This design comes from an exercise in tuning for a short achievable clock period and few clock cycles per item on the open sky130 flow, not from production work. Function was checked by simulation only, so behaviour that the tests miss may differ from the original. Power figures rest on the tool's default switching activity, not on a simulated workload.

==> design.v <==
module rv32_pipe_cpu(
    input clk,
    input rst_n,
    output [31:0] imem_addr,
    input  [31:0] imem_rdata,
    output [31:0] dmem_addr,
    output [31:0] dmem_wdata,
    output        dmem_we,
    input  [31:0] dmem_rdata,
    output        debug_wb_have_inst,
    output [31:0] debug_wb_pc,
    output        debug_wb_ena,
    output [4:0]  debug_wb_reg,
    output [31:0] debug_wb_value
);
    localparam OP_R    = 7'b0110011;
    localparam OP_I    = 7'b0010011;
    localparam OP_LW   = 7'b0000011;
    localparam OP_SW   = 7'b0100011;
    localparam OP_BR   = 7'b1100011;
    localparam OP_JAL  = 7'b1101111;
    localparam OP_JALR = 7'b1100111;
    localparam OP_LUI  = 7'b0110111;
    reg  [31:0] pc;
    reg  [31:0] fetch_addr;          
    reg         id_valid;
    reg  [31:0] id_pc;
    reg  [31:0] id_inst;
    reg  [31:0] id_rs1_oh;           
    reg  [31:0] id_rs2_oh;
    reg         id_pred;             
    reg         ex_valid;
    reg  [31:0] ex_pc;
    reg  [31:0] ex_pc4;
    reg  [4:0]  ex_rd;
    reg         ex_rf_we;
    reg         ex_is_load;
    reg         ex_is_store;
    reg         ex_is_branch;
    reg         ex_is_jal;
    reg         ex_is_jalr;
    reg         ex_jal_far;          
    reg  [2:0]  ex_funct3;
    reg         ex_sub;
    reg         ex_sra;
    reg  [7:0]  ex_rsel;             
    reg  [31:0] ex_a;                
    reg  [31:0] ex_b;                
    reg  [31:0] ex_sd;               
    reg  [31:0] ex_target;           
    reg         ex_p_seq;            
    reg         ex_p_tgt;            
    reg  [31:0] ex_pnpc;             
    reg         mem_valid;
    reg  [31:0] mem_pc;
    reg  [4:0]  mem_rd;
    reg         mem_rf_we;
    reg         mem_is_load;
    reg         mem_is_store;
    reg  [31:0] mem_alu;
    reg  [31:0] mem_sd;
    reg         mem_btb_upd;         
    reg         mem_btb_ins;         
    reg         mem_is_branch;
    reg  [31:0] mem_npc;             
    reg         mem_jr_redirect;     
    reg         mem_we;
    reg         wb_valid;
    reg  [31:0] wb_pc;
    reg  [4:0]  wb_rd;
    reg         wb_rf_we;
    reg  [31:0] wb_val;
    reg  [31:0] rf [1:31];
    reg  [7:0]  btb_v;
    reg  [9:0]  btb_tag [0:7];
    reg  [9:0]  btb_tgt [0:7];
    reg  [1:0]  btb_ctr [0:7];
    reg  [2:0]  btb_ptr;             
    function [31:0] ks_add;
        input [31:0] a;
        input [31:0] b;
        input        cin;
        reg   [31:0] g, p, gn, pn;
        integer      i, d;
        begin
            g = a & b;
            p = a ^ b;
            g[0] = g[0] | (p[0] & cin);
            for (d = 1; d < 32; d = d * 2) begin
                gn = g;
                pn = p;
                for (i = d; i < 32; i = i + 1) begin
                    gn[i] = g[i] | (p[i] & g[i-d]);
                    pn[i] = p[i] & p[i-d];
                end
                g = gn;
                p = pn;
            end
            ks_add = (a ^ b) ^ {g[30:0], cin};
        end
    endfunction
    function [31:0] inc4;
        input [31:0] x;
        reg   [31:0] c, cn;
        integer      i, d;
        begin
            c = x;
            for (d = 1; d < 32; d = d * 2) begin
                cn = c;
                for (i = 2 + d; i < 32; i = i + 1)
                    cn[i] = c[i] & c[i-d];
                c = cn;
            end
            inc4 = {x[31:3] ^ c[30:2], ~x[2], x[1:0]};
        end
    endfunction
    reg         f_pred;
    reg  [9:0]  f_tgt;
    integer j;
    always @(*) begin
        f_pred = 1'b0;
        f_tgt  = 10'd0;
        for (j = 0; j < 8; j = j + 1) begin
            if (btb_v[j] && btb_tag[j] == pc[11:2] && btb_ctr[j][1]) begin
                f_pred = 1'b1;
                f_tgt  = f_tgt | btb_tgt[j];
            end
        end
    end
    wire [31:0] f_pc4     = inc4(pc);
    wire [31:0] f_npc     = f_pred ? {pc[31:12], f_tgt, 2'b00} : f_pc4;
    assign imem_addr = fetch_addr;
    wire [31:0] f_rs1_oh = 32'd1 << imem_rdata[19:15];
    wire [31:0] f_rs2_oh = 32'd1 << imem_rdata[24:20];
    wire [6:0]  d_op  = id_inst[6:0];
    wire [4:0]  d_rd  = id_inst[11:7];
    wire [2:0]  d_f3  = id_inst[14:12];
    wire [4:0]  d_rs1 = id_inst[19:15];
    wire [4:0]  d_rs2 = id_inst[24:20];
    wire d_r    = (d_op == OP_R);
    wire d_i    = (d_op == OP_I);
    wire d_lw   = (d_op == OP_LW);
    wire d_sw   = (d_op == OP_SW);
    wire d_br   = (d_op == OP_BR);
    wire d_jal  = (d_op == OP_JAL);
    wire d_jalr = (d_op == OP_JALR);
    wire d_lui  = (d_op == OP_LUI);
    wire d_use1 = d_r | d_i | d_lw | d_sw | d_br | d_jalr;
    wire d_use2 = d_r | d_sw | d_br;
    wire d_wr   = (d_r | d_i | d_lw | d_jal | d_jalr | d_lui) && (d_rd != 5'd0);
    wire [31:0] d_immI = {{20{id_inst[31]}}, id_inst[31:20]};
    wire [31:0] d_immS = {{20{id_inst[31]}}, id_inst[31:25], id_inst[11:7]};
    wire [31:0] d_immB = {{20{id_inst[31]}}, id_inst[7], id_inst[30:25], id_inst[11:8], 1'b0};
    wire [31:0] d_immJ = {{12{id_inst[31]}}, id_inst[19:12], id_inst[20], id_inst[30:21], 1'b0};
    wire [31:0] d_immU = {id_inst[31:12], 12'h000};
    wire [31:0] d_imm = d_sw  ? d_immS :
                        d_lui ? d_immU : d_immI;
    wire [31:0] d_pc4    = inc4(id_pc);
    wire [31:0] d_tgt_j  = ks_add(id_pc, d_immJ, 1'b0);
    wire [31:0] d_tgt_b  = ks_add(id_pc, d_immB, 1'b0);
    wire [31:0] d_target = d_jal ? d_tgt_j : d_tgt_b;
    wire        d_jal_far = d_jal && (d_immJ != 32'd4);
    reg  [31:0] d_rf1, d_rf2;
    integer k;
    always @(*) begin
        d_rf1 = 32'd0;
        d_rf2 = 32'd0;
        for (k = 1; k < 32; k = k + 1) begin
            d_rf1 = d_rf1 | ({32{id_rs1_oh[k]}} & rf[k]);
            d_rf2 = d_rf2 | ({32{id_rs2_oh[k]}} & rf[k]);
        end
    end
    wire d_e1 = ex_valid  && ex_rf_we  && (ex_rd  == d_rs1);
    wire d_e2 = ex_valid  && ex_rf_we  && (ex_rd  == d_rs2);
    wire d_m1 = mem_valid && mem_rf_we && (mem_rd == d_rs1);
    wire d_m2 = mem_valid && mem_rf_we && (mem_rd == d_rs2);
    wire d_w1 = wb_valid  && wb_rf_we  && (wb_rd  == d_rs1);
    wire d_w2 = wb_valid  && wb_rf_we  && (wb_rd  == d_rs2);
    wire d_stall = id_valid && ex_valid && ex_is_load &&
                   ((d_use1 && d_e1) || (d_use2 && d_e2));
    wire d_redirect = id_valid && !d_stall && !id_pred &&
                      (d_jal_far || (d_br && id_inst[31]));
    wire d_alu  = d_r | d_i;
    wire d_add  = (d_alu && d_f3 == 3'b000) | d_lw | d_sw;
    wire d_sub  = d_r && d_f3 == 3'b000 && id_inst[30];
    wire [7:0] d_rsel = {
        d_jal | d_jalr,                       
        d_lui,                                
        d_alu && d_f3 == 3'b101,              
        d_alu && d_f3 == 3'b001,              
        d_alu && d_f3 == 3'b100,              
        d_alu && d_f3 == 3'b110,              
        d_alu && d_f3 == 3'b111,              
        d_add                                 
    };
    wire d_use_imm = d_i | d_lw | d_sw | d_jalr | d_lui;
    wire [31:0] d_timm  = d_jal ? d_immJ : d_immB;
    wire [31:0] d_cs_x  = id_pc ^ d_timm ^ pc;
    wire [31:0] d_cs_c  = (id_pc & d_timm) | ((id_pc | d_timm) & ~pc);
    wire        d_pc_is_tgt = (d_cs_x == {d_cs_c[30:0], 1'b0});
    wire d_p_seq = !d_redirect && !id_pred;
    wire d_p_tgt =  d_redirect || d_pc_is_tgt;
    wire [31:0] x_a = ex_a;
    wire [31:0] x_b = ex_b;
    wire [31:0] x_sum = ks_add(x_a, x_b, ex_sub);
    wire [31:0] x_sll = x_a << x_b[4:0];
    wire [31:0] x_sr  = $signed({ex_sra & x_a[31], x_a}) >>> x_b[4:0];
    wire [31:0] x_res = ({32{ex_rsel[0]}} & x_sum)
                      | ({32{ex_rsel[1]}} & (x_a & x_b))
                      | ({32{ex_rsel[2]}} & (x_a | x_b))
                      | ({32{ex_rsel[3]}} & (x_a ^ x_b))
                      | ({32{ex_rsel[4]}} & x_sll)
                      | ({32{ex_rsel[5]}} & x_sr)
                      | ({32{ex_rsel[6]}} & x_b)
                      | ({32{ex_rsel[7]}} & ex_pc4);
    wire x_eq = (x_a == x_b);
    wire x_lt = ($signed(x_a) < $signed(x_b));
    reg  x_cond;
    always @(*) begin
        case (ex_funct3)
            3'b000:  x_cond = x_eq;
            3'b001:  x_cond = !x_eq;
            3'b100:  x_cond = x_lt;
            3'b101:  x_cond = !x_lt;
            default: x_cond = 1'b0;
        endcase
    end
    wire x_taken = (ex_is_branch && x_cond) || ex_is_jal;
    wire [31:0] x_cs_x = x_a ^ x_b ^ ex_pnpc;
    wire [31:0] x_cs_c = (x_a & x_b) | ((x_a | x_b) & ~ex_pnpc);
    wire x_jalr_ok = (x_cs_x == {x_cs_c[30:0], 1'b0});
    wire x_ok = x_taken ? ex_p_tgt : ex_p_seq;
    wire x_mispredict = ex_valid && !ex_is_jalr && !x_ok;
    wire x_jr_wrong   = ex_valid &&  ex_is_jalr && !x_jalr_ok;
    wire [31:0] x_npc = x_taken ? ex_target : ex_pc4;
    assign dmem_addr  = mem_alu;
    assign dmem_wdata = mem_sd;
    assign dmem_we    = mem_we;
    wire [31:0] m_val = mem_is_load ? dmem_rdata : mem_alu;
    wire [31:0] d_v1 = d_e1 ? x_res : d_m1 ? m_val : d_w1 ? wb_val : d_rf1;
    wire [31:0] d_v2 = d_e2 ? x_res : d_m2 ? m_val : d_w2 ? wb_val : d_rf2;
    assign debug_wb_have_inst = wb_valid;
    assign debug_wb_pc        = wb_pc;
    assign debug_wb_ena       = wb_rf_we;
    assign debug_wb_reg       = wb_rd;
    assign debug_wb_value     = wb_val;
    wire [31:0] pc_id = d_stall    ? pc :
                        d_redirect ? d_target : f_npc;
    wire [31:0] pc_n = mem_jr_redirect ? mem_npc :
                       x_mispredict    ? x_npc   : pc_id;
    always @(posedge clk or negedge rst_n) begin
        if (!rst_n)  pc <= 32'hffff_fffc;
        else         pc <= pc_n;
    end
    always @(posedge clk) begin
        fetch_addr <= rst_n ? pc_n : 32'hffff_fffc;
    end
    always @(posedge clk or negedge rst_n) begin
        if (!rst_n)                           id_valid <= 1'b0;
        else if (mem_jr_redirect || x_mispredict || x_jr_wrong || d_redirect)
                                              id_valid <= 1'b0;
        else if (!d_stall)                    id_valid <= 1'b1;
    end
    always @(posedge clk) begin
        if (!d_stall) begin
            id_pc      <= pc;
            id_inst    <= imem_rdata;
            id_rs1_oh  <= f_rs1_oh;
            id_rs2_oh  <= f_rs2_oh;
            id_pred    <= f_pred;
        end
    end
    always @(posedge clk or negedge rst_n) begin
        if (!rst_n)                          ex_valid <= 1'b0;
        else if (x_mispredict || x_jr_wrong || d_stall)
                                             ex_valid <= 1'b0;
        else                                 ex_valid <= id_valid;
    end
    always @(posedge clk) begin
        ex_pc        <= id_pc;
        ex_pc4       <= d_pc4;
        ex_rd        <= d_rd;
        ex_rf_we     <= d_wr;
        ex_is_load   <= d_lw;
        ex_is_store  <= d_sw;
        ex_is_branch <= d_br;
        ex_is_jal    <= d_jal;
        ex_is_jalr   <= d_jalr;
        ex_jal_far   <= d_jal_far;
        ex_funct3    <= d_f3;
        ex_sub       <= d_sub;
        ex_sra       <= id_inst[30];
        ex_rsel      <= d_rsel;
        ex_a         <= d_v1;
        ex_b         <= d_use_imm ? d_imm : d_sub ? ~d_v2 : d_v2;
        ex_sd        <= d_v2;
        ex_target    <= d_target;
        ex_p_seq     <= d_p_seq;
        ex_p_tgt     <= d_p_tgt;
        ex_pnpc      <= pc;
    end
    always @(posedge clk or negedge rst_n) begin
        if (!rst_n) begin
            mem_valid       <= 1'b0;
            mem_we          <= 1'b0;
            mem_jr_redirect <= 1'b0;
        end else begin
            mem_valid       <= ex_valid;
            mem_we          <= ex_valid && ex_is_store;
            mem_jr_redirect <= x_jr_wrong;
        end
    end
    always @(posedge clk) begin
        mem_pc        <= ex_pc;
        mem_rd        <= ex_rd;
        mem_rf_we     <= ex_rf_we;
        mem_is_load   <= ex_is_load;
        mem_is_store  <= ex_is_store;
        mem_alu       <= x_res;
        mem_sd        <= ex_sd;
        mem_btb_upd   <= ex_is_branch | ex_is_jal | ex_is_jalr;
        mem_btb_ins   <= (ex_is_branch && x_cond) || ex_jal_far || ex_is_jalr;
        mem_is_branch <= ex_is_branch;
        mem_npc       <= ex_is_jalr ? x_sum : x_npc;
    end
    always @(posedge clk or negedge rst_n) begin
        if (!rst_n)  wb_valid <= 1'b0;
        else         wb_valid <= mem_valid;
    end
    always @(posedge clk) begin
        wb_pc    <= mem_pc;
        wb_rd    <= mem_rd;
        wb_rf_we <= mem_rf_we;
        wb_val   <= m_val;
    end
    genvar gi;
    generate
        for (gi = 1; gi < 32; gi = gi + 1) begin : g_rf
            always @(posedge clk or negedge rst_n) begin
                if (!rst_n)
                    rf[gi] <= 32'd0;
                else if (wb_valid && wb_rf_we && (wb_rd == gi))
                    rf[gi] <= wb_val;
            end
        end
    endgenerate
    reg        m_hit;
    reg  [2:0] m_hidx;
    integer    q;
    always @(*) begin
        m_hit  = 1'b0;
        m_hidx = 3'd0;
        for (q = 0; q < 8; q = q + 1) begin
            if (btb_v[q] && btb_tag[q] == mem_pc[11:2]) begin
                m_hit  = 1'b1;
                m_hidx = q;
            end
        end
    end
    wire [1:0] m_ctr = btb_ctr[m_hidx];
    wire [1:0] m_inc = (m_ctr == 2'b11) ? 2'b11 : m_ctr + 2'd1;
    wire [1:0] m_dec = (m_ctr == 2'b00) ? 2'b00 : m_ctr - 2'd1;
    wire m_btb_ins = mem_valid && mem_btb_upd && mem_btb_ins;
    wire m_btb_dec = mem_valid && mem_btb_upd && !mem_btb_ins && mem_is_branch && m_hit;
    wire [2:0] m_widx = m_hit ? m_hidx : btb_ptr;
    always @(posedge clk or negedge rst_n) begin
        if (!rst_n)                      btb_ptr <= 3'd0;
        else if (m_btb_ins && !m_hit)    btb_ptr <= btb_ptr + 3'd1;
    end
    generate
        for (gi = 0; gi < 8; gi = gi + 1) begin : g_btb
            always @(posedge clk or negedge rst_n) begin
                if (!rst_n)
                    btb_v[gi] <= 1'b0;
                else if (m_btb_ins && m_widx == gi)
                    btb_v[gi] <= 1'b1;
            end
            always @(posedge clk) begin
                if (m_btb_ins && m_widx == gi) begin
                    btb_tag[gi] <= mem_pc[11:2];
                    btb_tgt[gi] <= mem_npc[11:2];
                    btb_ctr[gi] <= m_hit ? m_inc : 2'b11;
                end else if (m_btb_dec && m_widx == gi) begin
                    btb_ctr[gi] <= m_dec;
                end
            end
        end
    endgenerate
endmodule
==> flow/run.sh <==
#!/bin/bash
# The standard layout (standard.sh) with the settings in env.sh:
# environment variables, and make variables in MAKE_ARGS.
set -euo pipefail
MAKE_ARGS=()
source flow/env.sh
bash standard.sh "${MAKE_ARGS[@]}" finish > standard.log 2>&1
==> flow/env.sh <==
export SETUP_SLACK_MARGIN=7
# Port buffers: a strong buffer instead of the smallest one.
export BUFFER_PORTS_ARGS="-buffer_cell sky130_fd_sc_hd__buf_8"
export ADDER_MAP_FILE=
MAKE_ARGS=("DONT_USE_CELLS= sky130_fd_sc_hd__probe_p_8 sky130_fd_sc_hd__probec_p_8 sky130_fd_sc_hd__lpflow_bleeder_1 sky130_fd_sc_hd__lpflow_clkbufkapwr_1 sky130_fd_sc_hd__lpflow_clkbufkapwr_16 sky130_fd_sc_hd__lpflow_clkbufkapwr_2 sky130_fd_sc_hd__lpflow_clkbufkapwr_4 sky130_fd_sc_hd__lpflow_clkbufkapwr_8 sky130_fd_sc_hd__lpflow_clkinvkapwr_1 sky130_fd_sc_hd__lpflow_clkinvkapwr_16 sky130_fd_sc_hd__lpflow_clkinvkapwr_2 sky130_fd_sc_hd__lpflow_clkinvkapwr_4 sky130_fd_sc_hd__lpflow_clkinvkapwr_8 sky130_fd_sc_hd__lpflow_decapkapwr_12 sky130_fd_sc_hd__lpflow_decapkapwr_3 sky130_fd_sc_hd__lpflow_decapkapwr_4 sky130_fd_sc_hd__lpflow_decapkapwr_6 sky130_fd_sc_hd__lpflow_decapkapwr_8 sky130_fd_sc_hd__lpflow_inputiso0n_1 sky130_fd_sc_hd__lpflow_inputiso0p_1 sky130_fd_sc_hd__lpflow_inputiso1n_1 sky130_fd_sc_hd__lpflow_inputiso1p_1 sky130_fd_sc_hd__lpflow_inputisolatch_1 sky130_fd_sc_hd__lpflow_isobufsrc_1 sky130_fd_sc_hd__lpflow_isobufsrc_16 sky130_fd_sc_hd__lpflow_isobufsrc_2 sky130_fd_sc_hd__lpflow_isobufsrc_4 sky130_fd_sc_hd__lpflow_isobufsrc_8 sky130_fd_sc_hd__lpflow_isobufsrckapwr_16 sky130_fd_sc_hd__lpflow_lsbuf_lh_hl_isowell_tap_1 sky130_fd_sc_hd__lpflow_lsbuf_lh_hl_isowell_tap_2 sky130_fd_sc_hd__lpflow_lsbuf_lh_hl_isowell_tap_4 sky130_fd_sc_hd__lpflow_lsbuf_lh_isowell_4 sky130_fd_sc_hd__lpflow_lsbuf_lh_isowell_tap_1 sky130_fd_sc_hd__lpflow_lsbuf_lh_isowell_tap_2 sky130_fd_sc_hd__lpflow_lsbuf_lh_isowell_tap_4  sky130_fd_sc_hd__or3_* sky130_fd_sc_hd__or3b_* sky130_fd_sc_hd__or4_* sky130_fd_sc_hd__or4b_* sky130_fd_sc_hd__or4bb_* sky130_fd_sc_hd__nor3_* sky130_fd_sc_hd__nor3b_* sky130_fd_sc_hd__nor4_* sky130_fd_sc_hd__nor4b_* sky130_fd_sc_hd__nor4bb_* sky130_fd_sc_hd__o41a_* sky130_fd_sc_hd__o41ai_* sky130_fd_sc_hd__o311a_* sky130_fd_sc_hd__o311ai_* sky130_fd_sc_hd__a2111o_* sky130_fd_sc_hd__a2111oi_* sky130_fd_sc_hd__o32a_* sky130_fd_sc_hd__o32ai_* sky130_fd_sc_hd__maj3_* sky130_fd_sc_hd__fa_* sky130_fd_sc_hd__ha_* sky130_fd_sc_hd__xnor3_* sky130_fd_sc_hd__xor3_* sky130_fd_sc_hd__mux4_* sky130_fd_sc_hd__a211o_* sky130_fd_sc_hd__a211oi_* sky130_fd_sc_hd__o211a_* sky130_fd_sc_hd__o211ai_* sky130_fd_sc_hd__a311o_* sky130_fd_sc_hd__a311oi_* sky130_fd_sc_hd__o31a_* sky130_fd_sc_hd__o31ai_* sky130_fd_sc_hd__a31o_* sky130_fd_sc_hd__a31oi_* sky130_fd_sc_hd__a41o_* sky130_fd_sc_hd__a41oi_* sky130_fd_sc_hd__a32o_* sky130_fd_sc_hd__a32oi_* sky130_fd_sc_hd__o2111a_* sky130_fd_sc_hd__o2111ai_* sky130_fd_sc_hd__a222oi_*")
==> standard.sh <==
#!/bin/bash
# synth_recipe.tcl (not shown) runs the flow's synth.tcl, then flattens the netlist and writes it again
# the make line also repeats each setting of config.mk as NAME=value (left out here)
make -C /OpenROAD-flow-scripts/flow DESIGN_CONFIG=/design/flow/config.mk WORK_HOME=/design/flow/orfs CLKGATE_MAP_FILE= SYNTH_SCRIPT=/design/flow/synth_recipe.tcl "${@:-finish}"
==> config.mk <==
export PLATFORM = sky130hd
export DESIGN_NAME = rv32_pipe_cpu
export DESIGN_NICKNAME = rv32_pipe_cpu
export VERILOG_FILES = /design/flow/design.v
export SDC_FILE = /design/flow/constraint.sdc
export NUM_CORES = 8
export LEC_CHECK = 0
export ABC_CLOCK_PERIOD_IN_PS = 2500
export CAP_MARGIN = 20
export CORE_MARGIN = 2
export CORE_UTILIZATION = 55
export CTS_CLUSTER_DIAMETER = 80
export CTS_CLUSTER_SIZE = 20
export GPL_TIMING_DRIVEN = 1
export SLEW_MARGIN = 20
==> constraint.sdc <==
create_clock -name core_clock -period 10.0 [get_ports {clk}]
set_input_delay 2.0000 -clock core_clock [delete_from_list [all_inputs] [get_ports {clk}]]
set_output_delay 2.0000 -clock core_clock [all_outputs]
set_load 0.01 [all_outputs]
==> results of run 1 <==
[power groups by stage]
stage	Sequential (mW)	Combinational, mW	Clock, mW
2_1_floorplan	8.86	2.47	0
3_3_place_gp	9.64	3.68	0
3_5_place_dp	9.64	3.71	0
4_1_cts	9.28	4.79	5.16
5_1_grt	9.38	5.78	5.43
6_report	9.37	5.64	5.21
[layer usage]
metal	share of wire, %	vias to the layer above
met5	0.090	-
met4	12	34
met3	14	3131
met2	41	8221
met1	33	42900
li1	-	34100
[cells by family after synthesis]
group                  after synthesis  share of synthesized area (%)
AND/OR/NAND/NOR                   2273                           12.1
AO/OA/AOI/OAI                     2138                           15.7
flip-flops                        1832                           47.9
multiplexers                      1342                           15.8
buffers and inverters              886                           3.92
XOR/XNOR                           479                           4.67
[timing repair]
action	4_1_cts	5_1_grt
endpoints found under the setup margin	1128	1185
pin swaps	121	247
cloned	50	16
gates resized for setup	1034	512
buffers inserted	429	170
[critical path, delay by kind of cell, from the launching register on]
kind | cells | cell delay (ns)
buffers and inverters | 2 | 0.27
DFF | 1 | 0.37
[cell type report]
type                            count  area [um^2]
Multi-Input combinational cell   6237        49400
Sequential cell                  1832        45500
Inverter                          140          584
Clock buffer                      178         3260
Timing Repair inverter              3         25.0
Tap cell                         2218         2780
Clock inverter                     33          420
Fill cell                       12700        53600
Antenna cell                       23         57.6
Timing Repair Buffer             1159        13800
[placed cells by master (no fill, tap or decap), types with 38 or more instances in the layout]
master,Yosys,final
o21ai_0,355,253
inv_1,134,128
mux2_2,1067,1041
and3_1,127,96
edfxtp_1,303,303
dfrtp_1,1011,1009
and4_1,81,75
buf_12,0,111
xnor2_2,11,40
a21o_1,59,58
or2_2,43,38
buf_8,0,242
a21oi_2,4,52
nand4_1,352,352
nand2_1,533,488
nand2b_1,51,48
nand3_1,229,192
o21ai_1,38,83
clkbuf_16,0,134
a22oi_1,1002,993
buf_6,15,126
nor2_1,675,626
dfxtp_4,0,99
and2_1,62,50
buf_4,38,613
mux2i_1,269,214
clkbuf_1,489,53
dfxtp_2,0,130
xor2_1,82,67
a21oi_1,339,270
dfxtp_1,488,259
o21ai_2,3,46
xnor2_1,378,327
[through the flow]
stage	hold slack, ns	util, %	power [mW]
2_1_floorplan	0.310	-	11.3
3_3_place_gp	0.311	58.6	13.3
3_5_place_dp	0.312	58.6	13.4
4_1_cts	0.323	66.0	19.2
5_1_grt	0.326	68.3	20.6
6_report	0.319	68.4	20.2
[worst max-delay path by stage]
stage | endpoint | slack (ns) | cells after the start
floorplan | btb_ctr[6][1] | 6.68 | 11
global placement | fetch_addr[11] | 5.31 | 14
detailed placement | fetch_addr[11] | 5.26 | 14
CTS | debug_wb_value[0] | 6.51 | 2
global route | pc[12] | 6.49 | 12
finish | debug_wb_value[0] | 6.52 | 2
==> metrics.md, run 1 <==
| Metric | Value |
|---|---|
| # rows | `151` |
| Design area | `116000 um^2` |
| Initial DRC count | `15800` |
| Slew HR | `20.2%` |
| Vias/cell | `7.48` |
| PD cells | `174 nW/um^2` |
| Final setup violating endpoints | `0` |
| IO Count | `234` |
| Share of layout cells above drive strength 1 | `34.8%` |
| Most used routing layer | `met2` |
| Slack of the critical path | `6.52 ns` |
| Layout Skew | `0.0447 ns` |
| Routed Antenna Nets | `0` |
| Post-Route WL | `467000 um` |
| Switching portion of total power | `34.7%` |
| RSZ-0062 raised after global routing | `yes` |
| FF+latch count, synth | `1832` |
| RR Startpoint | `id_pc[3]` |
| Worst hold start | `mem_pc[24]` |
| Critical Path AT | `1.48 ns` |
| Residual DRC | `0` |
| Critical Path Max Stage Delay | `0.37 ns` |
| Status | `complete, no violations` |
| Worst path cell trace | `buf_12 -> buf_8` |
| Number of flops mapped to enable cells by yosys | `303` |
| CTS clk-pin slew, worst paths | `0.09 ns` |
| First-pass iteration count of the detailed router | `17` |
| Root buf cell | `clkbuf_16` |
| Clock latency on the worst-skew pair | `0.85 ns` |
| Maximum vdd drop | `0.174 mV` |
| Int Power | `13.2 mW` |
| Crit-path max FO | `2` |
| Vias in the first global route | `82500` |
| Final hold vios | `0` |
| Cell with the most instances after synthesis | `mux2_2` |
| CP Class | `flip-flop to output pin` |
| Unique masters post-synth | `81` |
| Total grt overflow | `0` |
| Post-synth top cells | `1067 x mux2_2, 1011 x dfrtp_1, 1002 x a22oi_1` |
| Net Count, Synth | `9016` |
| GP Congestion | `1.01` |
| Finished Layout Cells | `11800` |
| Max stage delay cell, worst path | `dfxtp_4` |
| Max FFs per register | `992` |
| Met2 Resource Use GR | `73.6%` |
| Worst endpoint required time | `8.00 ns` |
| Sequential power share | `46.3%` |
| Sw power | `7.02 mW` |
| Clock buffer count from CTS | `115` |
| First-pass GRT wire length | `633000 um` |
| Initial core utilization | `55.4%` |
| Critical Path Source Type | `flip-flop` |
| CP startpoint | `wb_val[0]` |
| Crit path time final | `3.48 ns` |
| Reg with most FFs | `rf` |
| Die area | `174000 um^2` |
| Endpoint class of the critical path | `output pin` |
| Gr usage total | `51.3%` |
| I/O Buffers | `233` |
| DPL Wire Length | `272000 um` |
| Max-slew violations | `0` |
| Nets | `9554` |
| MaxCap Viol Count | `0` |
| Period utilization | `34.8%` |
| Dominant synthesized flop cell | `dfrtp_1` |
| Total core area | `169000 um^2` |
| Hold Path Stages | `0` |
| Pre-CTS worst setup slack | `5.26 ns` |
| Placed Instance Area | `99300 um^2` |
| Area share of the largest cell type after synthesis | `27.0%` |
| Area contributors post-synth | `dfrtp_1 27%, mux2_2 13%, dfxtp_1 10%` |
| Comb pwr share | `27.9%` |
| R2R depth | `12` |
| Max Freq | `287 MHz` |
| Yosys top cell by area | `dfrtp_1` |
| Clk network pwr share | `25.8%` |
| Largest net degree at the start of global routing | `149` |
| Avg Inst Size Synth | `10.5 um^2` |
| CTS tree | `built` |
| Die Wd | `417 um` |
| Met3 Resource Use GR | `20.5%` |
| Top Registers | `rf: 992 flops, btb_tag: 80 flops, btb_tgt: 80 flops` |
| Met1 Resource Use GR | `58.8%` |
| Die Ht | `417 um` |
| Fraction of registers with async set/reset | `56.8%` |
| Layout overhead on the synthesized area | `23.5%` |
| Initial antenna violation count | `30` |
| Reg-to-Reg End | `pc[12]` |
| Area of the mapped netlist | `93800 um^2` |
| Min-delay worst type | `flip-flop to flip-flop` |
| H-tree levels | `3` |
| Seq/Total Area, Yosys | `47.9%` |
| Mapped Cells | `8950` |
| Setup_tns | `0 ns` |
| Via count | `88400` |
| DR WL/cell | `39.5 um` |
| Worst Tran Pin Value | `1.20 ns` |
| CTS max path bufs | `3` |
| Min-Delay Endpoint | `wb_pc[24]` |
| CTS Hold Bufs | `0` |
| Ys Warns | `5` |
| Clock sink count | `1832` |
| Pleak | `49.9 nW` |
| Placed insts | `10900` |
| Worst reg-to-reg setup slack | `6.54 ns` |
Testbench counts, summed over its fixed seeds: cycles 29,289, instrs 26,430.
==> inputs of run 2 (changes only) <==
--- a/design.v
+++ b/design.v
@@ -38,6 +38,7 @@
     reg         ex_is_store;
     reg         ex_is_branch;
     reg         ex_is_jal;
+    reg         ex_is_addi;
     reg         ex_is_jalr;
     reg         ex_jal_far;          
     reg  [2:0]  ex_funct3;
@@ -64,12 +65,17 @@
     reg         mem_is_branch;
     reg  [31:0] mem_npc;             
     reg         mem_jr_redirect;     
-    reg         mem_we;
+    reg         mem_we;              
+    reg  [31:0] mem_addr_q;          
     reg         wb_valid;
     reg  [31:0] wb_pc;
     reg  [4:0]  wb_rd;
     reg         wb_rf_we;
     reg  [31:0] wb_val;
+    reg         dbg_have;
+    reg         dbg_ena;
+    reg  [4:0]  dbg_reg;
+    reg  [31:0] dbg_val;
     reg  [31:0] rf [1:31];
     reg  [7:0]  btb_v;
     reg  [9:0]  btb_tag [0:7];
@@ -114,6 +120,26 @@
             inc4 = {x[31:3] ^ c[30:2], ~x[2], x[1:0]};
         end
     endfunction
+    function lt32;
+        input [31:0] a;
+        input [31:0] b;
+        reg   [31:0] l, e;
+        reg   [31:0] a2, b2;
+        integer      i, w;
+        begin
+            a2 = {~a[31], a[30:0]};      
+            b2 = {~b[31], b[30:0]};
+            l = ~a2 & b2;
+            e = ~(a2 ^ b2);
+            for (w = 1; w < 32; w = w * 2) begin
+                for (i = 0; i < 32; i = i + 2 * w) begin
+                    l[i] = l[i + w] | (e[i + w] & l[i]);
+                    e[i] = e[i + w] & e[i];
+                end
+            end
+            lt32 = l[0];
+        end
+    endfunction
     reg         f_pred;
     reg  [9:0]  f_tgt;
     integer j;
@@ -178,8 +204,14 @@
     wire d_w2 = wb_valid  && wb_rf_we  && (wb_rd  == d_rs2);
     wire d_stall = id_valid && ex_valid && ex_is_load &&
                    ((d_use1 && d_e1) || (d_use2 && d_e2));
-    wire d_redirect = id_valid && !d_stall && !id_pred &&
-                      (d_jal_far || (d_br && id_inst[31]));
+    wire x_addi_zero = ((ex_a ^ ex_b) == {ex_a[30:0] | ex_b[30:0], 1'b0});
+    wire d_fused     = d_br && (d_f3[2:1] == 2'b00) && (d_rs2 == 5'd0) &&
+                       ex_valid && ex_is_addi && ex_rf_we && (ex_rd == d_rs1);
+    wire d_fz_taken  = d_f3[0] ^ x_addi_zero;
+    wire d_redir_seq = d_fused && !d_fz_taken;       
+    wire d_redirect  = id_valid && !d_stall &&
+                       (d_fused ? (d_fz_taken != id_pred)
+                                : (!id_pred && (d_jal_far || (d_br && id_inst[31]))));
     wire d_alu  = d_r | d_i;
     wire d_add  = (d_alu && d_f3 == 3'b000) | d_lw | d_sw;
     wire d_sub  = d_r && d_f3 == 3'b000 && id_inst[30];
@@ -198,8 +230,8 @@
     wire [31:0] d_cs_x  = id_pc ^ d_timm ^ pc;
     wire [31:0] d_cs_c  = (id_pc & d_timm) | ((id_pc | d_timm) & ~pc);
     wire        d_pc_is_tgt = (d_cs_x == {d_cs_c[30:0], 1'b0});
-    wire d_p_seq = !d_redirect && !id_pred;
-    wire d_p_tgt =  d_redirect || d_pc_is_tgt;
+    wire d_p_seq = d_redirect ?  d_redir_seq : !id_pred;
+    wire d_p_tgt = d_redirect ? !d_redir_seq : d_pc_is_tgt;
     wire [31:0] x_a = ex_a;
     wire [31:0] x_b = ex_b;
     wire [31:0] x_sum = ks_add(x_a, x_b, ex_sub);
@@ -214,7 +246,7 @@
                       | ({32{ex_rsel[6]}} & x_b)
                       | ({32{ex_rsel[7]}} & ex_pc4);
     wire x_eq = (x_a == x_b);
-    wire x_lt = ($signed(x_a) < $signed(x_b));
+    wire x_lt = lt32(x_a, x_b);
     reg  x_cond;
     always @(*) begin
         case (ex_funct3)
@@ -233,19 +265,19 @@
     wire x_mispredict = ex_valid && !ex_is_jalr && !x_ok;
     wire x_jr_wrong   = ex_valid &&  ex_is_jalr && !x_jalr_ok;
     wire [31:0] x_npc = x_taken ? ex_target : ex_pc4;
-    assign dmem_addr  = mem_alu;
+    assign dmem_addr  = mem_addr_q;
     assign dmem_wdata = mem_sd;
     assign dmem_we    = mem_we;
     wire [31:0] m_val = mem_is_load ? dmem_rdata : mem_alu;
     wire [31:0] d_v1 = d_e1 ? x_res : d_m1 ? m_val : d_w1 ? wb_val : d_rf1;
     wire [31:0] d_v2 = d_e2 ? x_res : d_m2 ? m_val : d_w2 ? wb_val : d_rf2;
-    assign debug_wb_have_inst = wb_valid;
+    assign debug_wb_have_inst = dbg_have;
     assign debug_wb_pc        = wb_pc;
-    assign debug_wb_ena       = wb_rf_we;
-    assign debug_wb_reg       = wb_rd;
-    assign debug_wb_value     = wb_val;
+    assign debug_wb_ena       = dbg_ena;
+    assign debug_wb_reg       = dbg_reg;
+    assign debug_wb_value     = dbg_val;
     wire [31:0] pc_id = d_stall    ? pc :
-                        d_redirect ? d_target : f_npc;
+                        d_redirect ? (d_redir_seq ? d_pc4 : d_target) : f_npc;
     wire [31:0] pc_n = mem_jr_redirect ? mem_npc :
                        x_mispredict    ? x_npc   : pc_id;
     always @(posedge clk or negedge rst_n) begin
@@ -285,6 +317,7 @@
         ex_is_store  <= d_sw;
         ex_is_branch <= d_br;
         ex_is_jal    <= d_jal;
+        ex_is_addi   <= d_i && (d_f3 == 3'b000);
         ex_is_jalr   <= d_jalr;
         ex_jal_far   <= d_jal_far;
         ex_funct3    <= d_f3;
@@ -302,21 +335,24 @@
     always @(posedge clk or negedge rst_n) begin
         if (!rst_n) begin
             mem_valid       <= 1'b0;
-            mem_we          <= 1'b0;
             mem_jr_redirect <= 1'b0;
+            mem_alu         <= 32'd0;
         end else begin
             mem_valid       <= ex_valid;
-            mem_we          <= ex_valid && ex_is_store;
             mem_jr_redirect <= x_jr_wrong;
+            mem_alu         <= x_res;
         end
     end
     always @(posedge clk) begin
+        mem_we     <= rst_n && ex_valid && ex_is_store;
+        mem_addr_q <= x_res;
+    end
+    always @(posedge clk) begin
         mem_pc        <= ex_pc;
         mem_rd        <= ex_rd;
         mem_rf_we     <= ex_rf_we;
         mem_is_load   <= ex_is_load;
         mem_is_store  <= ex_is_store;
-        mem_alu       <= x_res;
         mem_sd        <= ex_sd;
         mem_btb_upd   <= ex_is_branch | ex_is_jal | ex_is_jalr;
         mem_btb_ins   <= (ex_is_branch && x_cond) || ex_jal_far || ex_is_jalr;
@@ -324,14 +360,24 @@
         mem_npc       <= ex_is_jalr ? x_sum : x_npc;
     end
     always @(posedge clk or negedge rst_n) begin
-        if (!rst_n)  wb_valid <= 1'b0;
-        else         wb_valid <= mem_valid;
+        if (!rst_n) begin
+            wb_valid <= 1'b0;
+            wb_rd    <= 5'd0;
+            wb_rf_we <= 1'b0;
+            wb_val   <= 32'd0;
+        end else begin
+            wb_valid <= mem_valid;
+            wb_rd    <= mem_rd;
+            wb_rf_we <= mem_rf_we;
+            wb_val   <= m_val;
+        end
     end
     always @(posedge clk) begin
         wb_pc    <= mem_pc;
-        wb_rd    <= mem_rd;
-        wb_rf_we <= mem_rf_we;
-        wb_val   <= m_val;
+        dbg_have <= rst_n && mem_valid;
+        dbg_ena  <= mem_rf_we;
+        dbg_reg  <= mem_rd;
+        dbg_val  <= m_val;
     end
     genvar gi;
     generate
==> flow/env.sh (replaced) <==
export SETUP_SLACK_MARGIN=7
# Port buffers: a strong buffer instead of the smallest one.
export BUFFER_PORTS_ARGS="-buffer_cell sky130_fd_sc_hd__buf_8"
# Leave adders to ABC (no fixed full/half-adder cells in the carry paths).
export ADDER_MAP_FILE=
# Make variables: the platform's don't-use cells plus slow cells ABC tends to
# chain (high-stack OR/NOR and complex AOI/OAI, majority, adder, 3-input XOR).
MAKE_ARGS=("DONT_USE_CELLS= sky130_fd_sc_hd__probe_p_8 sky130_fd_sc_hd__probec_p_8 sky130_fd_sc_hd__lpflow_bleeder_1 sky130_fd_sc_hd__lpflow_clkbufkapwr_1 sky130_fd_sc_hd__lpflow_clkbufkapwr_16 sky130_fd_sc_hd__lpflow_clkbufkapwr_2 sky130_fd_sc_hd__lpflow_clkbufkapwr_4 sky130_fd_sc_hd__lpflow_clkbufkapwr_8 sky130_fd_sc_hd__lpflow_clkinvkapwr_1 sky130_fd_sc_hd__lpflow_clkinvkapwr_16 sky130_fd_sc_hd__lpflow_clkinvkapwr_2 sky130_fd_sc_hd__lpflow_clkinvkapwr_4 sky130_fd_sc_hd__lpflow_clkinvkapwr_8 sky130_fd_sc_hd__lpflow_decapkapwr_12 sky130_fd_sc_hd__lpflow_decapkapwr_3 sky130_fd_sc_hd__lpflow_decapkapwr_4 sky130_fd_sc_hd__lpflow_decapkapwr_6 sky130_fd_sc_hd__lpflow_decapkapwr_8 sky130_fd_sc_hd__lpflow_inputiso0n_1 sky130_fd_sc_hd__lpflow_inputiso0p_1 sky130_fd_sc_hd__lpflow_inputiso1n_1 sky130_fd_sc_hd__lpflow_inputiso1p_1 sky130_fd_sc_hd__lpflow_inputisolatch_1 sky130_fd_sc_hd__lpflow_isobufsrc_1 sky130_fd_sc_hd__lpflow_isobufsrc_16 sky130_fd_sc_hd__lpflow_isobufsrc_2 sky130_fd_sc_hd__lpflow_isobufsrc_4 sky130_fd_sc_hd__lpflow_isobufsrc_8 sky130_fd_sc_hd__lpflow_isobufsrckapwr_16 sky130_fd_sc_hd__lpflow_lsbuf_lh_hl_isowell_tap_1 sky130_fd_sc_hd__lpflow_lsbuf_lh_hl_isowell_tap_2 sky130_fd_sc_hd__lpflow_lsbuf_lh_hl_isowell_tap_4 sky130_fd_sc_hd__lpflow_lsbuf_lh_isowell_4 sky130_fd_sc_hd__lpflow_lsbuf_lh_isowell_tap_1 sky130_fd_sc_hd__lpflow_lsbuf_lh_isowell_tap_2 sky130_fd_sc_hd__lpflow_lsbuf_lh_isowell_tap_4  sky130_fd_sc_hd__or3_* sky130_fd_sc_hd__or3b_* sky130_fd_sc_hd__or4_* sky130_fd_sc_hd__or4b_* sky130_fd_sc_hd__or4bb_* sky130_fd_sc_hd__nor3_* sky130_fd_sc_hd__nor3b_* sky130_fd_sc_hd__nor4_* sky130_fd_sc_hd__nor4b_* sky130_fd_sc_hd__nor4bb_* sky130_fd_sc_hd__o41a_* sky130_fd_sc_hd__o41ai_* sky130_fd_sc_hd__o311a_* sky130_fd_sc_hd__o311ai_* sky130_fd_sc_hd__a2111o_* sky130_fd_sc_hd__a2111oi_* sky130_fd_sc_hd__o32a_* sky130_fd_sc_hd__o32ai_* sky130_fd_sc_hd__maj3_* sky130_fd_sc_hd__fa_* sky130_fd_sc_hd__ha_* sky130_fd_sc_hd__xnor3_* sky130_fd_sc_hd__xor3_* sky130_fd_sc_hd__mux4_* sky130_fd_sc_hd__a211o_* sky130_fd_sc_hd__a211oi_* sky130_fd_sc_hd__o211a_* sky130_fd_sc_hd__o211ai_* sky130_fd_sc_hd__a311o_* sky130_fd_sc_hd__a311oi_* sky130_fd_sc_hd__o31a_* sky130_fd_sc_hd__o31ai_* sky130_fd_sc_hd__a31o_* sky130_fd_sc_hd__a31oi_* sky130_fd_sc_hd__a41o_* sky130_fd_sc_hd__a41oi_* sky130_fd_sc_hd__a32o_* sky130_fd_sc_hd__a32oi_* sky130_fd_sc_hd__o2111a_* sky130_fd_sc_hd__o2111ai_* sky130_fd_sc_hd__a222oi_*")
==> metrics.md, run 2 <==
| Metric | Value |
|---|---|
| Total core area | `174000 um^2 (+2.6%)` |
| Clock latency on the worst-skew pair | `0.86 ns (about the same)` |
| Share of layout cells above drive strength 1 | `32.3% (-2.5 points)` |
| Delay-heaviest family, CP | `compound AO/OA/AOI/OAI gates` |
| PD cells | `173 nW/um^2 (-0.77%)` |
| RSZ-0062 raised after global routing | `yes` |
| GP Congestion | `1.07 (+5.5%)` |
| DPL Wire Length | `287000 um (+5.5%)` |
| Maximum vdd drop | `0.166 mV (-4.7%)` |
| Setup_tns | `0 ns (unchanged)` |
| CTS Hold Bufs | `0 (unchanged)` |
| Critical Path Source Type | `flip-flop` |
| MaxCap Viol Count | `0 (unchanged)` |
| Area of the mapped netlist | `96200 um^2 (+2.5%)` |
| Routed Antenna Nets | `0 (unchanged)` |
| Yosys top cell by area | `dfrtp_1` |
| Root buf cell | `clkbuf_16` |
| DR WL/cell | `39.4 um (-0.23%)` |
| First-pass GRT wire length | `640000 um (+1.1%)` |
| Dominant synthesized flop cell | `dfrtp_1` |
| Period utilization | `35.0% (+0.15 points)` |
| Most frequent cells in the layout | `1075 x dfrtp_1, 1049 x mux2_2, 1019 x a22oi_1` |
| Die Wd | `422 um (+1.2%)` |
| Fill cells | `13800 (+8.2%)` |
| Min-delay worst type | `flip-flop to flip-flop` |
| Seq/Total Area, Yosys | `48.6% (+0.70 points)` |
| Post-Route WL | `471000 um (+0.66%)` |
| Clock sink count | `1904 (+3.9%)` |
| Max FFs per register | `992 (unchanged)` |
| WP buf/inv | `2 (unchanged)` |
| Final Power | `19.8 mW (-1.8%)` |
| Total grt overflow | `0 (unchanged)` |
| Max stage delay cell, worst path | `dfxtp_4` |
| I/O Buffers | `233 (unchanged)` |
| Area share of the largest cell type after synthesis | `28.1% (+1.1 points)` |
| CTS max path bufs | `3 (unchanged)` |
| Die area | `178000 um^2 (+2.4%)` |
| Vias/cell | `7.39 (-1.1%)` |
| Max Freq | `286 MHz (-0.43%)` |
| Multi-input logic area | `49300 um^2 (-0.27%)` |
| Status | `complete, no violations` |
| Area contributors post-synth | `dfrtp_1 28%, mux2_2 13%, dfxtp_1 10%` |
| IO Count | `234 (unchanged)` |
| Worst path cell trace | `xor2_4 -> nand2_1 -> o221ai_2 -> and3_1 -> and4_4 -> mux2_4 -> a21oi_4 -> buf_6 -> buf_8 -> o21ai_2 -> a22o_1 -> a221oi_2 -> nand2b_1` |
| Die Ht | `422 um (+1.2%)` |
| Unique masters post-synth | `67 (-17%)` |
| Residual DRC | `0 (unchanged)` |
| Slew HR | `11.6% (-8.6 points)` |
| Crit-path max FO | `12 (+10)` |
| Max-slew violations | `0 (unchanged)` |
| Gr usage total | `50.6% (-0.65 points)` |
| Final setup violating endpoints | `0 (unchanged)` |
| Worst endpoint required time | `10.75 ns (+2.75 ns)` |
| Avg Inst Size Synth | `10.5 um^2 (-0.29%)` |
| Met2 Resource Use GR | `70.6% (-2.9 points)` |
| Initial core utilization | `55.3% (about the same)` |
| Net Count, Synth | `9264 (+2.8%)` |
| Met1 Resource Use GR | `62.3% (+3.5 points)` |
| Critical Path Max Stage Delay | `0.54 ns (+0.17 ns)` |
| FF+latch area | `47300 um^2 (+3.9%)` |
| Cell with the most instances after synthesis | `dfrtp_1` |
| Final hold vios | `0 (unchanged)` |
| Most common cell after layout, fill and taps aside | `dfrtp_1` |
| Initial DRC count | `16000 (+1.1%)` |
| Initial antenna violation count | `41 (+37%)` |
| Worst hold slack | `0.328 ns (+0.00936 ns)` |
| CTS clk-pin slew, worst paths | `0.08 ns (about the same)` |
| Via count | `88200 (-0.24%)` |
| # rows | `153 (+1.3%)` |
| Clock buffer count from CTS | `117 (+1.7%)` |
| First-pass iteration count of the detailed router | `9 (-8)` |
| Worst Tran Pin Value | `1.32 ns (+0.120 ns)` |
| Number of flops mapped to enable cells by yosys | `303 (unchanged)` |
| Largest net degree at the start of global routing | `131 (-12%)` |
| Critical Path AT | `4.24 ns (+2.76 ns)` |
| CP Class | `flip-flop to flip-flop` |
| Endpoint class of the critical path | `flip-flop` |
| Top Registers | `rf: 992 flops, btb_tag: 80 flops, btb_tgt: 80 flops` |
| Crit path time final | `3.50 ns (+0.0150 ns)` |
| Mapped Cells | `9198 (+2.8%)` |
| Fraction of registers with async set/reset | `58.3% (+1.5 points)` |
| Ys Warns | `5 (unchanged)` |
| Met3 Resource Use GR | `19.3% (-1.2 points)` |
| Pleak | `49.1 nW (-1.6%)` |
| Most used routing layer | `met2` |
| Nets | `9562 (+0.084%)` |
| Reg with most FFs | `rf` |
| Vias in the first global route | `81700 (-0.99%)` |
| Post-synth top cells | `1080 x dfrtp_1, 1077 x mux2_2, 1028 x a22oi_1` |
| Layout overhead on the synthesized area | `19.2%` |
| H-tree levels | `3 (unchanged)` |
| Layout Skew | `0.0694 ns (+0.0247 ns)` |
| CTS tree | `built` |
| FF+latch count, synth | `1904 (+3.9%)` |
## run 2: cell count changes after synthesis, moves of 25 or more
cell	before	now
a22oi_1	1002	1028
buf_4	38	13
clkbuf_1	489	520
dfrtp_1	1011	1080
nand2_1	533	593
nand3_1	229	272
nor2_1	675	638
o21ai_0	355	399
## run 2: power breakdown
group / internal, mW / switching (mW) / total (mW)
logic: 2.13 / 2.74 / 4.88
clock network: 2.34 / 2.92 / 5.26
registers: 8.66 / 1.05 / 9.71
total: 13.1 / 6.71 / 19.8
## run 2: cell type report
cell class	instances	area share (%)
inverter	165	0.605
antenna	25	0.0546
sequential	1904	41.3
timing repair buffer	938	9.28
multi-input combinational	6360	43.0
clock inverter	34	0.386
clock buffer	168	2.81
timing repair inverter	10	0.0655
tap	2325	2.54
## run 2: what timing repair did
item,in CTS,in global routing
setup buffers,297,160
pin swaps,110,139
resized for setup,959,393
endpoints found under the setup margin,1088,1002
gates cloned,30,9
## run 2: worst paths after layout
kind | start | endpoint | slack (ns) | cells after the start
worst min register to register | mem_pc[0] | wb_pc[0] | 0.33 | 0
worst max-delay path | ex_a[19] | fetch_addr[9] | 6.50 | 13
worst min-delay path | mem_pc[0] | wb_pc[0] | 0.33 | 0
max in group asynchronous | rst_n | wb_val[7] | 7.18 | 3
min in group asynchronous | rst_n | rf[21][17] | 1.01 | 1
worst max register to register | ex_a[19] | fetch_addr[9] | 6.50 | 13
## run 2: metal layers
metal  up-vias  share of wire, %
li1      34400                 -
met1     43100                34
met2      8037                40
met3      2560                15
met4        36                11
met5         -             0.065
## run 2: logic make-up after synthesis
logic type / Yosys count / synth area share (%)
AND/OR/NAND/NOR: 2332 / 12.0
buffers and inverters: 938 / 3.84
flip-flops: 1904 / 48.6
XOR/XNOR: 495 / 4.59
AO/OA/AOI/OAI: 2165 / 15.3
multiplexers: 1364 / 15.6
## run 2: worst register-to-register path: cells and delay by family (launching register included)
family                    cells  cell delay [ns]
and+or+nand+nor               4             0.81
buffers and inverters         2             0.28
muxes                         1             0.40
DFF                           1             0.54
xor gates and xnor gates      1             0.31
AOI/OAI and AO/OA             5             1.06
## run 2: metrics by stage
step | util (%) | setup WS [ns] | cells | cell area, um^2
floorplan | - | 6.86 | 9198 | 96300
CTS | 64.2 | 6.58 | 11700 | 112000
global placement | 58.3 | 4.75 | 11200 | 101000
global route | 65.9 | 6.47 | 11900 | 115000
finish | 65.9 | 6.50 | 11900 | 115000
detailed placement | 58.4 | 4.79 | 11200 | 101000
Testbench counts of run 2, summed over its fixed seeds: cycles 28,776, instrs 26,430.
==> inputs of run 3 (changes only) <==
--- a/design.v
+++ b/design.v
@@ -41,7 +41,11 @@
     reg         ex_is_addi;
     reg         ex_is_jalr;
     reg         ex_jal_far;          
-    reg  [2:0]  ex_funct3;
+    reg         ex_br_lt;            
+    reg         ex_br_inv;           
+    reg         ex_m_always;         
+    reg         ex_m_true;           
+    reg         ex_m_false;          
     reg         ex_sub;
     reg         ex_sra;
     reg  [7:0]  ex_rsel;             
@@ -154,7 +158,14 @@
         end
     end
     wire [31:0] f_pc4     = inc4(pc);
-    wire [31:0] f_npc     = f_pred ? {pc[31:12], f_tgt, 2'b00} : f_pc4;
+    wire [11:0] f_immB    = {imem_rdata[7], imem_rdata[30:25], imem_rdata[11:8], 1'b0};
+    wire [11:0] f_immJ    = {imem_rdata[20], imem_rdata[30:21], 1'b0};
+    wire        f_static  = imem_rdata[6] && (imem_rdata[3] || (!imem_rdata[2] && imem_rdata[31]));
+    wire [31:0] f_lo_b    = ks_add({20'd0, pc[11:0]}, {20'd0, f_immB}, 1'b0);
+    wire [31:0] f_lo_j    = ks_add({20'd0, pc[11:0]}, {20'd0, f_immJ}, 1'b0);
+    wire [31:0] f_tgt_b   = {pc[31:12], f_lo_b[11:0]};
+    wire [31:0] f_tgt_j   = {pc[31:12], f_lo_j[11:0]};
+    wire [31:0] f_tgt_s   = imem_rdata[3] ? f_tgt_j : f_tgt_b;
     assign imem_addr = fetch_addr;
     wire [31:0] f_rs1_oh = 32'd1 << imem_rdata[19:15];
     wire [31:0] f_rs2_oh = 32'd1 << imem_rdata[24:20];
@@ -209,9 +220,7 @@
                        ex_valid && ex_is_addi && ex_rf_we && (ex_rd == d_rs1);
     wire d_fz_taken  = d_f3[0] ^ x_addi_zero;
     wire d_redir_seq = d_fused && !d_fz_taken;       
-    wire d_redirect  = id_valid && !d_stall &&
-                       (d_fused ? (d_fz_taken != id_pred)
-                                : (!id_pred && (d_jal_far || (d_br && id_inst[31]))));
+    wire d_br_redirect = id_valid && d_fused && (d_fz_taken != id_pred);
     wire d_alu  = d_r | d_i;
     wire d_add  = (d_alu && d_f3 == 3'b000) | d_lw | d_sw;
     wire d_sub  = d_r && d_f3 == 3'b000 && id_inst[30];
@@ -230,6 +239,10 @@
     wire [31:0] d_cs_x  = id_pc ^ d_timm ^ pc;
     wire [31:0] d_cs_c  = (id_pc & d_timm) | ((id_pc | d_timm) & ~pc);
     wire        d_pc_is_tgt = (d_cs_x == {d_cs_c[30:0], 1'b0});
+    wire        d_jr_fuse = d_jalr && ex_valid && ex_is_jal && ex_rf_we && (ex_rd == d_rs1);
+    wire [31:0] d_jr_tgt  = ks_add(ex_pc4, d_immI, 1'b0);
+    wire        d_jr_redirect = id_valid && d_jr_fuse && !id_pred;
+    wire        d_redirect    = d_br_redirect || d_jr_redirect;
     wire d_p_seq = d_redirect ?  d_redir_seq : !id_pred;
     wire d_p_tgt = d_redirect ? !d_redir_seq : d_pc_is_tgt;
     wire [31:0] x_a = ex_a;
@@ -247,22 +260,12 @@
                       | ({32{ex_rsel[7]}} & ex_pc4);
     wire x_eq = (x_a == x_b);
     wire x_lt = lt32(x_a, x_b);
-    reg  x_cond;
-    always @(*) begin
-        case (ex_funct3)
-            3'b000:  x_cond = x_eq;
-            3'b001:  x_cond = !x_eq;
-            3'b100:  x_cond = x_lt;
-            3'b101:  x_cond = !x_lt;
-            default: x_cond = 1'b0;
-        endcase
-    end
+    wire x_cond = (ex_br_lt ? x_lt : x_eq) ^ ex_br_inv;
     wire x_taken = (ex_is_branch && x_cond) || ex_is_jal;
+    wire x_mispredict = ex_valid && (ex_m_always || (x_cond ? ex_m_true : ex_m_false));
     wire [31:0] x_cs_x = x_a ^ x_b ^ ex_pnpc;
     wire [31:0] x_cs_c = (x_a & x_b) | ((x_a | x_b) & ~ex_pnpc);
     wire x_jalr_ok = (x_cs_x == {x_cs_c[30:0], 1'b0});
-    wire x_ok = x_taken ? ex_p_tgt : ex_p_seq;
-    wire x_mispredict = ex_valid && !ex_is_jalr && !x_ok;
     wire x_jr_wrong   = ex_valid &&  ex_is_jalr && !x_jalr_ok;
     wire [31:0] x_npc = x_taken ? ex_target : ex_pc4;
     assign dmem_addr  = mem_addr_q;
@@ -276,10 +279,14 @@
     assign debug_wb_ena       = dbg_ena;
     assign debug_wb_reg       = dbg_reg;
     assign debug_wb_value     = dbg_val;
-    wire [31:0] pc_id = d_stall    ? pc :
-                        d_redirect ? (d_redir_seq ? d_pc4 : d_target) : f_npc;
-    wire [31:0] pc_n = mem_jr_redirect ? mem_npc :
-                       x_mispredict    ? x_npc   : pc_id;
+    wire [31:0] pc_d = mem_jr_redirect ? mem_npc :
+                       d_stall         ? pc :
+                       d_jr_redirect   ? d_jr_tgt :
+                       f_pred          ? {pc[31:12], f_tgt, 2'b00} : f_pc4;
+    wire        use_static = f_static && !(mem_jr_redirect || d_stall || d_jr_redirect || f_pred);
+    wire [31:0] pc_c = use_static ? f_tgt_s : pc_d;
+    wire [31:0] pc_b = d_br_redirect ? (d_redir_seq ? d_pc4 : d_target) : pc_c;
+    wire [31:0] pc_n = x_mispredict ? x_npc : pc_b;
     always @(posedge clk or negedge rst_n) begin
         if (!rst_n)  pc <= 32'hffff_fffc;
         else         pc <= pc_n;
@@ -299,7 +306,7 @@
             id_inst    <= imem_rdata;
             id_rs1_oh  <= f_rs1_oh;
             id_rs2_oh  <= f_rs2_oh;
-            id_pred    <= f_pred;
+            id_pred    <= f_pred || f_static;
         end
     end
     always @(posedge clk or negedge rst_n) begin
@@ -320,7 +327,11 @@
         ex_is_addi   <= d_i && (d_f3 == 3'b000);
         ex_is_jalr   <= d_jalr;
         ex_jal_far   <= d_jal_far;
-        ex_funct3    <= d_f3;
+        ex_br_lt     <= d_f3[2];
+        ex_br_inv    <= d_f3[0];
+        ex_m_always  <= !d_br && !d_jalr && (d_jal ? !d_p_tgt : !d_p_seq);
+        ex_m_true    <= d_br && !d_p_tgt;
+        ex_m_false   <= d_br && !d_p_seq;
         ex_sub       <= d_sub;
         ex_sra       <= id_inst[30];
         ex_rsel      <= d_rsel;
@@ -330,7 +341,7 @@
         ex_target    <= d_target;
         ex_p_seq     <= d_p_seq;
         ex_p_tgt     <= d_p_tgt;
-        ex_pnpc      <= pc;
+        ex_pnpc      <= d_jr_redirect ? d_jr_tgt : pc;
     end
     always @(posedge clk or negedge rst_n) begin
         if (!rst_n) begin
--- a/config.mk
+++ b/config.mk
@@ -8,7 +8,7 @@
 export ABC_CLOCK_PERIOD_IN_PS = 2500
 export CAP_MARGIN = 20
 export CORE_MARGIN = 2
-export CORE_UTILIZATION = 55
+export CORE_UTILIZATION = 65
 export CTS_CLUSTER_DIAMETER = 80
 export CTS_CLUSTER_SIZE = 20
 export GPL_TIMING_DRIVEN = 1
==> metrics.md, run 3 <==
| Metric | Value |
|---|---|
| Reg-to-Reg End | `fetch_addr[20]` |
| Max Freq | `264 MHz (-7.8%)` |
| Critical Path Source Type | `flip-flop` |
| CP startpoint | `pc[3]` |
| R2R depth | `14 (+1)` |
| CP endpoint | `fetch_addr[20]` |
| RR Startpoint | `pc[3]` |
| Total core area | `150000 um^2 (-14%)` |
| Slew HR | `17.7% (+6.1 points)` |
| Design area | `120000 um^2 (+4.7%)` |
| Net Count, Synth | `9536 (+2.9%)` |
| Period utilization | `37.9% (+3.0 points)` |
| Dominant synthesized flop cell | `dfrtp_1` |
| FF+latch count, synth | `1904 (unchanged)` |
| DPL Wire Length | `275000 um (-4.1%)` |
| First-pass GRT wire length | `645000 um (+0.81%)` |
| Die Wd | `392 um (-7.1%)` |
| Placed Instance Area | `103000 um^2 (+1.3%)` |
| H-tree levels | `3 (unchanged)` |
| Die Ht | `392 um (-7.1%)` |
| Fill cells | `8871 (-36%)` |
| Worst reg-to-reg setup slack | `6.21 ns (-0.30 ns)` |
| CTS tree | `built` |
| PD cells | `175 nW/um^2 (+1.1%)` |
| Critical Path AT | `4.53 ns (+0.29 ns)` |
| Slack of the critical path | `6.21 ns (-0.296 ns)` |
| Initial core utilization | `65.4% (+10 points)` |
| Yosys top cell by area | `dfrtp_1` |
| CP Class | `flip-flop to flip-flop` |
| Mapped Cells | `9470 (+3.0%)` |
| Most common cell after layout, fill and taps aside | `dfrtp_1` |
| Via count | `96500 (+9.4%)` |
| Initial DRC count | `20000 (+25%)` |
| Area contributors post-synth | `dfrtp_1 28%, mux2_2 12%, dfxtp_1 10%` |
| Critical path depth | `14 (+1)` |
| Final hold vios | `0 (unchanged)` |
| Layout Skew | `0.0756 ns (+0.00615 ns)` |
| IO Count | `234 (unchanged)` |
| CTS max path bufs | `3 (unchanged)` |
| CTS clk-pin slew, worst paths | `0.09 ns (about the same)` |
| Met1 Resource Use GR | `72.6% (+10 points)` |
| Status | `complete, no violations` |
| Most used routing layer | `met2` |
| Area share of the largest cell type after synthesis | `27.6% (-0.50 points)` |
| I/O Buffers | `233 (unchanged)` |
| Nets | `9991 (+4.5%)` |
| Maximum vdd drop | `0.252 mV (+52%)` |
| Setup_tns | `0 ns (unchanged)` |
| Worst Tran Pin Value | `1.23 ns (-0.0824 ns)` |
| Endpoint class of the critical path | `flip-flop` |
| Pleak | `51.3 nW (+4.4%)` |
| Initial antenna violation count | `51 (+24%)` |
| Vias in the first global route | `89200 (+9.1%)` |
| Residual DRC | `0 (unchanged)` |
| Top Registers | `rf: 992 flops, btb_tag: 80 flops, btb_tgt: 80 flops` |
| DR WL/cell | `39.4 um (about the same)` |
| Number of flops mapped to enable cells by yosys | `303 (unchanged)` |
| Post-synth top cells | `1080 x dfrtp_1, 1061 x mux2_2, 825 x a22oi_1` |
| Min-delay worst type | `flip-flop to flip-flop` |
| Worst path cell trace | `buf_12 -> xnor2_2 -> and4_1 -> nand4_1 -> nand4_1 -> and4b_4 -> buf_6 -> nor2_4 -> nor2_4 -> buf_12 -> buf_6 -> a221oi_2 -> a221oi_2 -> nand3b_1` |
| Seq/Total Area, Yosys | `47.7% (-0.87 points)` |
| Final setup violating endpoints | `0 (unchanged)` |
| Routed Antenna Nets | `0 (unchanged)` |
| Layout overhead on the synthesized area | `22.6%` |
| Most frequent cells in the layout | `1079 x dfrtp_1, 1024 x mux2_2, 818 x a22oi_1` |
| Pre-CTS worst setup slack | `4.89 ns (+0.0973 ns)` |
| Largest net degree at the start of global routing | `167 (+27%)` |
| Clock sink count | `1904 (unchanged)` |
| Critical Path Max Stage Delay | `0.79 ns (+0.25 ns)` |
| Max FFs per register | `992 (unchanged)` |
| Root buf cell | `clkbuf_16` |
| WP buf/inv | `4 (+2)` |
| Max-slew violations | `0 (unchanged)` |
| First-pass iteration count of the detailed router | `12 (+3)` |
| Delay-heaviest family, CP | `simple AND/OR/NAND/NOR gates` |
| Cell with the most instances after synthesis | `dfrtp_1` |
| # rows | `142 (-7.2%)` |
| Avg Inst Size Synth | `10.3 um^2 (-1.1%)` |
| Total grt overflow | `0 (unchanged)` |
| Met2 Resource Use GR | `73.4% (+2.8 points)` |
| Fraction of registers with async set/reset | `58.3% (unchanged)` |
| Die area | `154000 um^2 (-14%)` |
| Unique masters post-synth | `67 (unchanged)` |
| Crit-path max FO | `8 (-4)` |
| Clock buffer count from CTS | `115 (-1.7%)` |
| Area of the mapped netlist | `97900 um^2 (+1.8%)` |
| Worst endpoint required time | `10.74 ns (about the same)` |
| FF+latch area | `47200 um^2 (-0.15%)` |
| Clock latency on the worst-skew pair | `0.85 ns (about the same)` |
| Max stage delay cell, worst path | `dfstp_4` |
| MaxCap Viol Count | `0 (unchanged)` |
| GP Congestion | `1.12 (+4.7%)` |
| Post-Route WL | `476000 um (+1.2%)` |
| Vias/cell | `7.99 (+8.1%)` |
| Worst hold slack | `0.311 ns (-0.0173 ns)` |
| Ys Warns | `5 (unchanged)` |
| Final core occ | `80.1% (+14 points)` |
| Crit path time final | `3.79 ns (+0.296 ns)` |
| Share of layout cells above drive strength 1 | `35.5% (+3.2 points)` |
| Multi-input logic area | `53200 um^2 (+8.0%)` |
| Reg with most FFs | `rf` |
| Gr usage total | `59.1% (+8.4 points)` |
| Met3 Resource Use GR | `38.3% (+19 points)` |
| RSZ-0062 raised after global routing | `yes` |
## run 3: worst min-delay path by stage
stage | endpoint | cells after the start | slack (ns) | startpoint
3_5_place_dp | mem_sd[6] | 0 | 0.31 | ex_sd[6]
3_3_place_gp | wb_pc[31] | 0 | 0.31 | mem_pc[31]
5_1_grt | mem_pc[2] | 0 | 0.33 | ex_pc[2]
6_report | mem_pc[10] | 0 | 0.31 | ex_pc[10]
2_1_floorplan | mem_pc[10] | 0 | 0.31 | ex_pc[10]
4_1_cts | mem_pc[10] | 0 | 0.30 | ex_pc[10]
## run 3: timing repair
action,4_1_cts,5_1_grt
setup buffers,468,182
gates cloned,32,9
pin swaps,247,268
resized for setup,1240,666
setup endpoints to repair,1283,1122
hold buffers,0,0
## run 3: metal layers
layer,routed length (um),share of wire (%)
met5,1580,0.33
met4,48200,10
met3,102000,21
met2,172000,36
met1,153000,32
## run 3: layout make-up
cell class | count | share of cell area (%)
clock inverter | 25 | 0.287
inverter | 170 | 0.598
timing repair buffer | 1124 | 10.3
antenna | 30 | 0.0626
tap | 2016 | 2.10
sequential | 1904 | 39.4
clock buffer | 195 | 2.79
timing repair inverter | 16 | 0.0970
multi-input combinational | 6594 | 44.4
## run 3: cells by family after synthesis
group | synth area share (%)
AOI/OAI and AO/OA | 15.8
xor gates and xnor gates | 5.27
buffers and inverters | 3.95
DFF | 47.7
muxes | 14.9
and+or+nand+nor | 12.3
## run 3: per-stage QoR
stage                     power [mW]  cells
final                           21.0  12100
after floorplan                 11.9   9470
after global routing            21.3  12000
after CTS                       19.8  11900
after detailed placement        13.8  11100
after global placement          13.8  11100
## run 3: where the power goes
part | internal [mW] | switching [mW]
Clock | 2.34 | 2.86
Sequential | 8.62 | 1.23
Combinational | 2.60 | 3.37
Total | 13.6 | 7.46
Testbench counts of run 3, summed over its fixed seeds: cycles 28,122, instrs 26,430.

[port drivers added, routing unchanged]
Ports are ideal in the flow. The routed layouts listed here were re-timed in OpenROAD. Step 1: set_driving_cell puts a clkbuf_16 on clk and a buf_2 on each other input, an assumption about the parent block. Step 2 moves the port delays by t, midway between the first and last clock arrival at a register: inputs arrive t later, outputs are due t later. That takes back most of the time a late clock gives input paths. Slacks: ideal ports / drivers / drivers and shift; pairs: ideal ports / drivers.
run | t, ns | slack for setup (ns) | worst hold slack (ns) | latest minus earliest clock arrival (ns) | worst register clock-pin slew, ns
run 1 | 0.923 | 6.518 / 6.427 / 5.956 | 0.319 / 0.319 / 0.319 | 0.054 / 0.054 | 0.09 / 0.09
run 2 | 0.922 | 6.503 / 6.479 / 6.131 | 0.328 / 0.328 / 0.328 | 0.070 / 0.069 | 0.11 / 0.11
run 3 | 0.901 | 6.207 / 6.207 / 5.518 | 0.311 / 0.311 / 0.311 | 0.078 / 0.078 | 0.10 / 0.10
After both steps every run listed still meets setup and hold. The setup slack of run 3, which loses most, moves by 0.000 ns with the drivers and by -0.689 ns with both steps.
